This is an optimization exercise on Yosys and OpenROAD, whose aim is small area, a short achievable clock period and few clock cycles, not a production implementation. In this exercise RTL edits were held to simulation tests only and were not proved equivalent to the original.

## flow/design.v (module list and top-level ports; edited modules follow where they fit)
// module softmax: 2109 lines
module softmax #(parameter
	ARITH_TYPE = 1,
	DATA_WIDTH = 32,
	INTEGER = 10,
	FRACTION = 22,
    E=8,
    M=23 )
    (
input  wire                  clk,
input  wire                  reset,
input  wire                  softmax_enable,
input  wire [DATA_WIDTH-1:0] in1,
input  wire [DATA_WIDTH-1:0] in2,
input  wire [DATA_WIDTH-1:0] in3,
input  wire [DATA_WIDTH-1:0] in4,
input  wire [DATA_WIDTH-1:0] max_input,
output wire [DATA_WIDTH-1:0] softmax_out_1,
output wire [DATA_WIDTH-1:0] softmax_out_2,
output wire [DATA_WIDTH-1:0] softmax_out_3,
output wire [DATA_WIDTH-1:0] softmax_out_4,
output reg                   softmax_output_ready
    );
  // ...
==> flow/run.sh <==
#!/bin/bash
# synth_recipe.tcl (not shown) runs the flow's synth.tcl, then flattens the netlist and writes it again
# the make line also repeats each setting of config.mk as NAME=value (left out here)
make -C /OpenROAD-flow-scripts/flow DESIGN_CONFIG=/design/flow/config.mk WORK_HOME=/design/flow/orfs CLKGATE_MAP_FILE= SYNTH_SCRIPT=/design/flow/synth_recipe.tcl finish
==> flow/config.mk <==
export PLATFORM = sky130hd
export DESIGN_NAME = softmax
export DESIGN_NICKNAME = softmax
export VERILOG_FILES = /design/flow/design.v
export SDC_FILE = /design/flow/constraint.sdc
export NUM_CORES = 4
export LEC_CHECK = 0
export CAP_MARGIN = 20
export CORE_MARGIN = 2
export CORE_UTILIZATION = 40
export PLACE_DENSITY = 0.6
export SLEW_MARGIN = 20
==> flow/constraint.sdc <==
create_clock -name core_clock -period 15.0 [get_ports {clk}]
set_input_delay 3.0000 -clock core_clock [delete_from_list [all_inputs] [get_ports {clk}]]
set_output_delay 3.0000 -clock core_clock [all_outputs]
set_load 0.01 [all_outputs]
==> flow_summary.toml, run 1 <==
[synthesis]
synth_compound_area_share_pct = 17.5
yosysUniqueCellTypes = 86
yosysSeqAreaShare_pct = 15.0
synth_top_family_by_area = "adder cells"

[drt]
drtIter0Drc = 2844
viasPerCell = 5.44

[die]
die_w_um = 306
core-area_um2 = 90100
nWellTaps = 1176
num_io_pins = 292

[setup_path]
crit_path_start_kind = "flip-flop"
critPathKind = "reg2reg"
worstPathBufferInverterCount = 2

[global_routing]
gr-max-usage-layer = "met2"
met1_usage_pct = 29.4
grt_usage_pct = 22.6
grt-ovfl-total = 0
grt_pass1_vias = 30019

[timing]
holdWs_ns = 0.343
finalCritPeriodShare_pct = 53.8
fin_tns_setup_ns = 0
worst_pin_slew_ns = 1.22
hold_viol = 0

[cells_and_area]
layout-drive-gt1-share_pct = 4.68
seq_share_pct = 13.3

[placed_design]
placed_area_um2 = 39800

[clocking]
clk_pin_slew_ns = 0.06

[outcome]
outcome = "no timing/DRC/antenna violations"
Testbench counts, summed over its fixed seeds: cycles 16,808.
==> run 2: changes to the inputs <==
--- a/flow/config.mk
+++ b/flow/config.mk
@@ -7,2 +7,3 @@
 export LEC_CHECK = 0
+export ABC_AREA = 1
 export CAP_MARGIN = 20
==> flow_summary.toml, run 2 <==
[outcome]
outcome = "no timing/DRC/antenna violations"

[global_routing]
use_met2_pct = 40.2
grt_pass1_wl_mm = 188
grtUsageMet3_pct = 4.09
grt_pass1_vias = 33986
gr-max-usage-layer = "met2"
antenna_found_initial = 0
grt_max_degree = 61
grt_usage_pct = 24.1
grt-ovfl-total = 0
met1_usage_pct = 31.5

[synthesis]
synthCells = 4829
yosysUniqueCellTypes = 62
synthMuxAreaShare_pct = 0
synth_top_cell_by_area = "fa_1"
syn_area_per_cell_um2 = 7.88
synth_edf_count = 0
yosysSeqAreaShare_pct = 14.4
synth_area_leaders = "fa_1 (26%), dfxtp_1 (14%), xor2_1 (10%)"
synth_compound_area_share_pct = 14.9
synth_top_area_share_pct = 26.0
synth_area_um2 = 38100
synth-seq-cells = 272
synth.most_common_cell = "inv_1"
yosysWarnings = 1
synthAdderAreaFrac_pct = 34.9
synth_xor_xnor_area_share_pct = 10.4
ys_top_cells_by_count = "inv_1 (1007), nand2_1 (668), fa_1 (495)"
ys.flop_type = "dfxtp_1"
async_reset_ff_share_pct = 1.84
synth_simple_gate_area_share_pct = 11.8
synth_top_family_by_area = "adder cells"

[setup_path]
critPathKind = "reg2reg"
cpPeakStageDelay_ns = 0.63
ff2ff_path_depth = 26
r2r_slack_ns = 7.96
critPathArrivalTime_ns = 7.49
end_kind = "flip-flop"
critical_path.slowest_cell = "clkinv_1"
required_ns = 15.46
cp_max_fo = 19
worstPathBufferInverterCount = 6
crit_cells = 26
crit_path_start_kind = "flip-flop"
crit_family = "adder cells"

[timing]
layout_min_cycle_time_ns = 7.04
worst_pin_slew_ns = 1.24
hold_viol = 0
fin_tns_setup_ns = 0
finalCritPeriodShare_pct = 46.9
drv_slew = 0
setup_ws_ns = 7.96
rsz0062_at_grt = "false"
max_freq_ghz = 0.142
max-slew-margin-rel_pct = 17.2
holdWs_ns = 0.347
setup_violations = 0
skew_ns = 0.0198

[drt]
routed_wl_mm = 119
wl_per_cell_um = 19.1
ant_nets = 0
drc_errors = 0
drtIter0Drc = 2714
vias = 33029
viasPerCell = 5.30
drt-pass1-iter-count = 6

[placed_design]
dpl.hpwl_mm = 91.2
globalplace.congestion = 0.959
dp_cells = 6178
io_buffer_count = 250
dp_slack_ns = 8.01

[clocking]
clk_latency_ns = 0.60
cts_buffers = 30
cts_max_path_buffers = 3
cts.sinks = 272
post_cts_buffers = 0
htreeDepth = 1
ctsResizeCount = 0
cts_hold_buf = 0
cts-root-buf = "clkbuf_16"
clk_pin_slew_ns = 0.06
cts_tree = "yes"

[die]
rows = 113
start_util_pct = 40.2
die_w_um = 312
core-area_um2 = 94600
die_h_um = 312
num_io_pins = 292
fp.dieArea_um2 = 97600

[cells_and_area]
layout-drive-gt1-share_pct = 3.85
fin_nets = 5873
mostFrequentLayoutCells = "inv_1 (1007), nand2_1 (668), fa_1 (495), xor2_1 (434), o22ai_1 (402)"
diodes = 0
finalNonFillerCells = 6232
fill_cells = 9465
layout_commonest_cell = "inv_1"
syn_to_final_growth_pct = 12.1

[hold_path]
hold_depth = 0
min_path_type = "reg2reg"

[job]
drv_cap = 0
## run 2: per-stage QoR
stage | utilization [%] | cell area, µm²
3_5_place_dp | 43.9 | 41500
2_1_floorplan | - | 38200
3_3_place_gp | 43.9 | 41500
6_report | 45.1 | 42700
4_1_cts | 45.1 | 42700
5_1_grt | 45.1 | 42700
## run 2: final timing paths
kind | endpoint | startpoint
setup / recovery | s3_d[12] | s2_sq[1]
hold / removal | o1[4] | o2[4]
setup reg to reg | s3_d[12] | s2_sq[1]
hold reg to reg | o1[4] | o2[4]
max in group asynchronous | cnt[0] | reset
min in group asynchronous | cnt[1] | reset
## run 2: cells by family (layout without fill, tap and decap cells)
group / count (synthesis) / after routing
compound gates: 919 / 919
xor+xnor: 454 / 454
fa+ha+maj: 765 / 765
buf+inv: 1317 / 1420
flops: 272 / 272
other cells: 1 / 36
simple gates: 1101 / 1101
## run 2: area by class of cell
cell class                      instances  area [µm²]  area share (%)
Sequential cell                       272        5470            12.8
Multi-Input combinational cell       3275       27600            64.6
Inverter                             1056        3970            9.31
Clock inverter                         17         270           0.634
Tap cell                             1265        1580            3.71
Clock buffer                           37         838            1.97
Timing Repair Buffer                  310        2950            6.92
## run 2: routing by layer
| layer | vias up | share of wire, % |
|---|---|---|
| met2 | 1583 | 46 |
| met3 | 291 | 8.6 |
| li1 | 15416 | - |
| met4 | 0 | 3.9 |
| met5 | - | 0 |
| met1 | 15739 | 42 |
==> run 3: changes to the inputs <==
==> flow/flow/run.sh (new file) <==
#!/bin/bash
# Layout flow: the standard ORFS flow, unchanged, with its timing repair
# asked to leave extra setup slack (the design is signed off at the design's
# clock period as usual; the margin only makes repair_timing work harder on
# the critical register-to-register paths).
set -euo pipefail
MARGIN=$(cat flow/margin.txt 2>/dev/null || echo 8)
bash standard.sh SETUP_SLACK_MARGIN=$MARGIN finish > flow_make.log 2>&1
==> flow/flow/margin.txt (new file) <==
8
==> flow/standard.sh (new file) <==
#!/bin/bash
# synth_recipe.tcl (not shown) runs the flow's synth.tcl, then flattens the netlist and writes it again
# the make line also repeats each setting of config.mk as NAME=value (left out here)
make -C /OpenROAD-flow-scripts/flow DESIGN_CONFIG=/design/flow/config.mk WORK_HOME=/design/flow/orfs CLKGATE_MAP_FILE= SYNTH_SCRIPT=/design/flow/synth_recipe.tcl "${@:-finish}"
removed: flow/run.sh
==> flow_summary.toml, run 3 <==
[cells_and_area]
mostFrequentLayoutCells = "inv_1 (1005), nand2_1 (668), fa_1 (495), xor2_1 (434), o22ai_1 (402)"
syn_to_final_growth_pct = 12.3
fin_nets = 5885
layout_commonest_cell = "inv_1"
final_util_pct = 45.2
fill_cells = 9454
layout-drive-gt1-share_pct = 4.20
diodes = 0

[timing]
finalCritPeriodShare_pct = 44.5
fin_tns_setup_ns = 0
layout_min_cycle_time_ns = 6.68
max_freq_ghz = 0.150
setup_ws_ns = 8.32
max-slew-margin-rel_pct = 18.9
drv_slew = 0
skew_ns = 0.0212
rsz0062_at_grt = "false"
worst_pin_slew_ns = 1.21
setup_violations = 0
hold_viol = 0

[clocking]
clk_pin_slew_ns = 0.06
cts_buffers = 30
clk_latency_ns = 0.60
htreeDepth = 1
cts.sinks = 272
cts_max_path_buffers = 3
cts_hold_buf = 0
cts-root-buf = "clkbuf_16"
cts_tree = "yes"

[synthesis]
yosysUniqueCellTypes = 62
synth_top_area_share_pct = 26.0
ys.flop_type = "dfxtp_1"
ys_top_cells_by_count = "inv_1 (1007), nand2_1 (668), fa_1 (495)"
synth-seq-cells = 272
synth_area_leaders = "fa_1 (26%), dfxtp_1 (14%), xor2_1 (10%)"
synth.most_common_cell = "inv_1"
yosysSeqAreaShare_pct = 14.4
synthCells = 4829
synth_top_cell_by_area = "fa_1"
async_reset_ff_share_pct = 1.84
yosysWarnings = 1
synth_area_um2 = 38100
syn_area_per_cell_um2 = 7.88
synth_edf_count = 0

[global_routing]
antenna_found_initial = 0
grt-ovfl-total = 0
grt_max_degree = 61
grt_usage_pct = 24.1
grt_pass1_wl_mm = 188
grt_pass1_vias = 33986

[setup_path]
critPathArrivalTime_ns = 7.16
end_kind = "flip-flop"
cpPeakStageDelay_ns = 0.61
cp_max_fo = 11
crit_path_start_kind = "flip-flop"
required_ns = 15.48
critPathKind = "reg2reg"
critical_path.slowest_cell = "dfxtp_1"
cp_common_cell = "fa_1"
critical_path.cell_chain = "clkinvlp_4 -> buf_4 -> o22ai_1 -> xor2_1 -> fa_1 -> inv_1 -> fa_1 -> fa_1 -> inv_1 -> fa_1 -> fa_1 -> inv_1 -> fa_1 -> fa_1 -> inv_1 -> ha_1 -> a21oi_1 -> inv_1 -> a31oi_1 -> o21ai_0 -> a31oi_1 -> nand2_1 -> nand2_1 -> nand2_1"

[drt]
drtIter0Drc = 2650
drt-pass1-iter-count = 5
routed_wl_mm = 119
vias = 33040
viasPerCell = 5.29
ant_nets = 0
drc_errors = 0
wl_per_cell_um = 19.1

[placed_design]
io_buffer_count = 250
dpl.hpwl_mm = 91.2
dp_slack_ns = 8.01
globalplace.congestion = 0.959

[die]
rows = 113
fp.dieArea_um2 = 97600
num_io_pins = 292
start_util_pct = 40.2
die_h_um = 312
die_w_um = 312
core-area_um2 = 94600

[job]
drv_cap = 0

[hold_path]
min_path_type = "reg2reg"

[outcome]
outcome = "no timing/DRC/antenna violations"
## run 3: cell count changes in the layout (fill, tap and decap cells not counted)
cell / before / now
dfxtp_2: 0 / 2
buf_4: 60 / 72
clkinvlp_4: 1 / 4
dfxtp_1: 267 / 265
clkinv_1: 27 / 25
inv_4: 0 / 1
inv_1: 1007 / 1005
## run 3: kinds of logic after synthesis
kind of cell | synth area share [%]
xor gates and xnor gates | 10.4
adders and majority gates | 34.9
AOI/OAI and AO/OA | 14.9
and+or+nand+nor | 11.8
buffers and inverters | 13.5
other | 0.00985
DFF | 14.4
## run 3: metal layers
layer	vias to the layer above	wire (µm)	GRT usage, %
met5	-	0	0
met1	15816	49800	31.5
met3	280	9810	4.09
li1	15444	-	-
met4	0	4560	8.49
met2	1500	54700	40.2
## run 3: worst paths after layout
path,from,endpoint,slack (ns),cells after the start
worst max register to register,s2_sq[15],s3_d[18],8.32,24
min in group asynchronous,reset,cnt[1],2.60,2
worst min-delay path,o2[4],o1[4],0.35,0
worst min register to register,o2[4],o1[4],0.35,0
worst max-delay path,s2_sq[15],s3_d[18],8.32,24
max in group asynchronous,reset,cnt[0],12.24,2
## run 3: layout make-up
type | instances | area (µm²) | area share [%]
repair buffers | 322 | 3040 | 7.12
clock buffers | 37 | 838 | 1.96
clock inverters | 17 | 270 | 0.632
well taps | 1265 | 1580 | 3.70
multi-input cells | 3275 | 27600 | 64.5
inverters | 1056 | 3980 | 9.31
flip-flops and latches | 272 | 5470 | 12.8
## run 3: critical path, delay by kind of cell, from the launching register on
kind / cells / cell delay (ns)
adder cells (fa/ha/maj): 8 / 3.65
AO/OA/AOI/OAI: 5 / 1.19
buffers and inverters: 7 / 0.78
flip-flops: 1 / 0.61
AND/OR/NAND/NOR: 3 / 0.20
XOR/XNOR: 1 / 0.12
## run 3: what timing repair did
item                                    in CTS  in global routing
setup buffers                                0                 12
endpoints found under the setup margin       1                  9
resized for setup                            1                  6
pin swaps                                    0                  0
## run 3: metrics by stage
stage          instances  instance area, µm²  hold slack (ns)
2_1_floorplan       4864               38200            0.346
3_3_place_gp        6178               41500            0.333
3_5_place_dp        6178               41500            0.334
4_1_cts             6232               42700            0.348
5_1_grt             6244               42800            0.352
6_report            6244               42800            0.347
==> run 4: changes to the inputs <==
==> flow/flow/margin.txt (replaced) <==
10
==> flow_summary.toml, run 4 <==
[die]
core-area_um2 = 94600
num_io_pins = 292
rows = 113
die_h_um = 312
die_w_um = 312
fp.dieArea_um2 = 97600
start_util_pct = 40.2

[setup_path]
cp_common_cell = "fa_1"
critical_path.slowest_cell = "fa_1"
regToRegEndpoint = "s3_d[18]"
cpPeakStageDelay_ns = 0.56
crit_cells = 30
r2r_slack_ns = 9.16
critPathArrivalTime_ns = 6.31
required_ns = 15.48
critPathKind = "reg2reg"
worstPathBufferInverterCount = 7
cp_max_fo = 8
crit_family = "adder cells"
rr_startpoint = "s2_sq[13]"
crit_path_start_kind = "flip-flop"
ff2ff_path_depth = 30
end_kind = "flip-flop"

[timing]
hold_viol = 0
rsz0062_at_grt = "true"
worst_pin_slew_ns = 0.925
max-slew-margin-rel_pct = 38.2
finalCritPeriodShare_pct = 38.9
skew_ns = 0.0207
drv_slew = 0
max_freq_ghz = 0.171
layout_min_cycle_time_ns = 5.84
fin_tns_setup_ns = 0
setup_violations = 0
setup_ws_ns = 9.16

[drt]
wl_per_cell_um = 19.6
drc_errors = 0
routed_wl_mm = 124
ant_nets = 0
drtIter0Drc = 2920
viasPerCell = 5.35
vias = 33867
drt-pass1-iter-count = 6

[clocking]
clk_latency_ns = 0.59
cts_hold_buf = 0
cts-root-buf = "clkbuf_16"
cts_buffers = 31
cts_tree = "yes"
cts.sinks = 272
htreeDepth = 1
cts_max_path_buffers = 3
clk_pin_slew_ns = 0.06

[hold_path]
min_path_type = "reg2reg"
hold_start = "o2[0]"
whs_endpoint = "o1[0]"
hold_depth = 0

[synthesis]
synth_area_um2 = 38100
synth_area_leaders = "fa_1 (26%), dfxtp_1 (14%), xor2_1 (10%)"
synth.most_common_cell = "inv_1"
ys_top_cells_by_count = "inv_1 (1007), nand2_1 (668), fa_1 (495)"
synth-seq-cells = 272
synth_top_area_share_pct = 26.0
synthCells = 4829
yosysSeqAreaShare_pct = 14.4
syn_area_per_cell_um2 = 7.88
yosysUniqueCellTypes = 62
yosysWarnings = 1
async_reset_ff_share_pct = 1.84
synth_top_cell_by_area = "fa_1"
ys.flop_type = "dfxtp_1"
synth_edf_count = 0

[cells_and_area]
fin_nets = 5972
mostFrequentLayoutCells = "inv_1 (962), nand2_1 (640), fa_1 (478), xor2_1 (426), o22ai_1 (372)"
register_area_um2 = 5580
multi_input_area_um2 = 28500
layout-drive-gt1-share_pct = 11.0
diodes = 0
fill_cells = 9324
final_util_pct = 47.4
syn_to_final_growth_pct = 17.7
layout_commonest_cell = "inv_1"

[global_routing]
grt_pass1_vias = 34793
grt_max_degree = 61
grt_pass1_wl_mm = 195
grt-ovfl-total = 0
antenna_found_initial = 0
grt_usage_pct = 25.0

[placed_design]
globalplace.congestion = 0.921
io_buffer_count = 250
dp_slack_ns = 8.49
dpl.hpwl_mm = 92.1

[job]
drv_cap = 0

[outcome]
outcome = "no timing/DRC/antenna violations"
[run 4: cell types whose count changed in the layout (fill, tap and decap cells not counted), sizes merged]
| cell | before | now |
|---|---|---|
| buf | 72 | 146 |
| bufinv | 6 | 5 |
| clkbuf | 37 | 42 |
| clkdlybuf4s50 | 250 | 246 |
| clkinvlp | 4 | 33 |
| dlygate4sd2 | 0 | 4 |
| inv | 1030 | 1012 |
[run 4: how the worst max path moves through the flow]
stage / start / to / slack, ns
after floorplan: s2_sq[1] / s3_d[12] / 9.75
after global placement: s2_r[11] / s3_d[13] / 8.50
after detailed placement: s2_r[11] / s3_d[12] / 8.49
after CTS: s2_sq[9] / s3_d[12] / 9.27
after global routing: s2_sq[13] / s3_d[12] / 8.94
final: s2_sq[13] / s3_d[18] / 9.16
[run 4: through the flow]
step | instance area, µm² | std cells | hold WS (ns)
global placement | 41800 | 6171 | 0.332
detailed placement | 41800 | 6171 | 0.335
finish | 44800 | 6333 | 0.347
global route | 44800 | 6333 | 0.353
floorplan | 38900 | 4864 | 0.340
CTS | 44100 | 6302 | 0.349
[run 4: layout make-up]
cell class	count	area share [%]
repair inverters	10	0.156
well taps	1265	3.53
clock inverters	17	0.542
clock buffers	40	2.01
repair buffers	398	8.48
flip-flops and latches	272	12.5
inverters	1056	9.25
multi-input cells	3275	63.6
[run 4: kinds of logic (layout without fill, tap and decap cells)]
kind of cell | count (synthesis) | in the layout | synth area share, %
AO/OA/AOI/OAI | 919 | 919 | 14.9
XOR/XNOR | 454 | 454 | 10.4
adder cells (fa/ha/maj) | 765 | 765 | 34.9
buffers and inverters | 1317 | 1521 | 13.5
flip-flops | 272 | 272 | 14.4
other | 1 | 36 | 0.00985
AND/OR/NAND/NOR | 1101 | 1101 | 11.8
[run 4: timing repair]
action | CTS | global route
setup endpoints to repair | 70 | 56
pin swaps | 30 | 47
cloned | 9 | 3
gates resized for setup | 174 | 109
setup buffers | 65 | 28
[run 4: routing by layer]
layer	up-vias	global-route usage, %	wire (µm)
met5	-	0	0
met4	0	10.4	5950
met3	343	4.49	11300
met2	1720	40.8	56100
met1	16160	32.8	50900
li1	15644	-	-

afterwards: timing with drivers on the ports:
No port has a modelled driver above. Below, the same layouts with a new extraction and two added sets of constraints. Step 1, drivers: a clkbuf_16 drives clk and a buf_2 each remaining input, both assumed. Step 2, shift: input delay + t, output delay - t, t = (earliest + latest rising clock arrival at the registers) / 2. This alone moves slack from input paths to output paths. Three values: ideal ports, drivers, drivers and shift; two values: the first two.
run | t (ns) | setup WS [ns] | worst hold slack (ns) | worst setup path after step 2 | clock arrival spread, ns
run 1 | 0.629 | 6.934 / 6.934 / 6.934 | 0.343 / 0.343 / 0.343 | register to register | 0.029 / 0.030
run 2 | 0.659 | 7.963 / 7.963 / 7.963 | 0.347 / 0.347 / 0.347 | register to register | 0.021 / 0.020
run 3 | 0.655 | 8.320 / 8.320 / 8.320 | 0.347 / 0.347 / 0.347 | register to register | 0.021 / 0.022
run 4 | 0.653 | 9.163 / 9.163 / 9.163 | 0.347 / 0.347 / 0.347 | register to register | 0.023 / 0.024
After both steps every run listed still meets setup and hold.
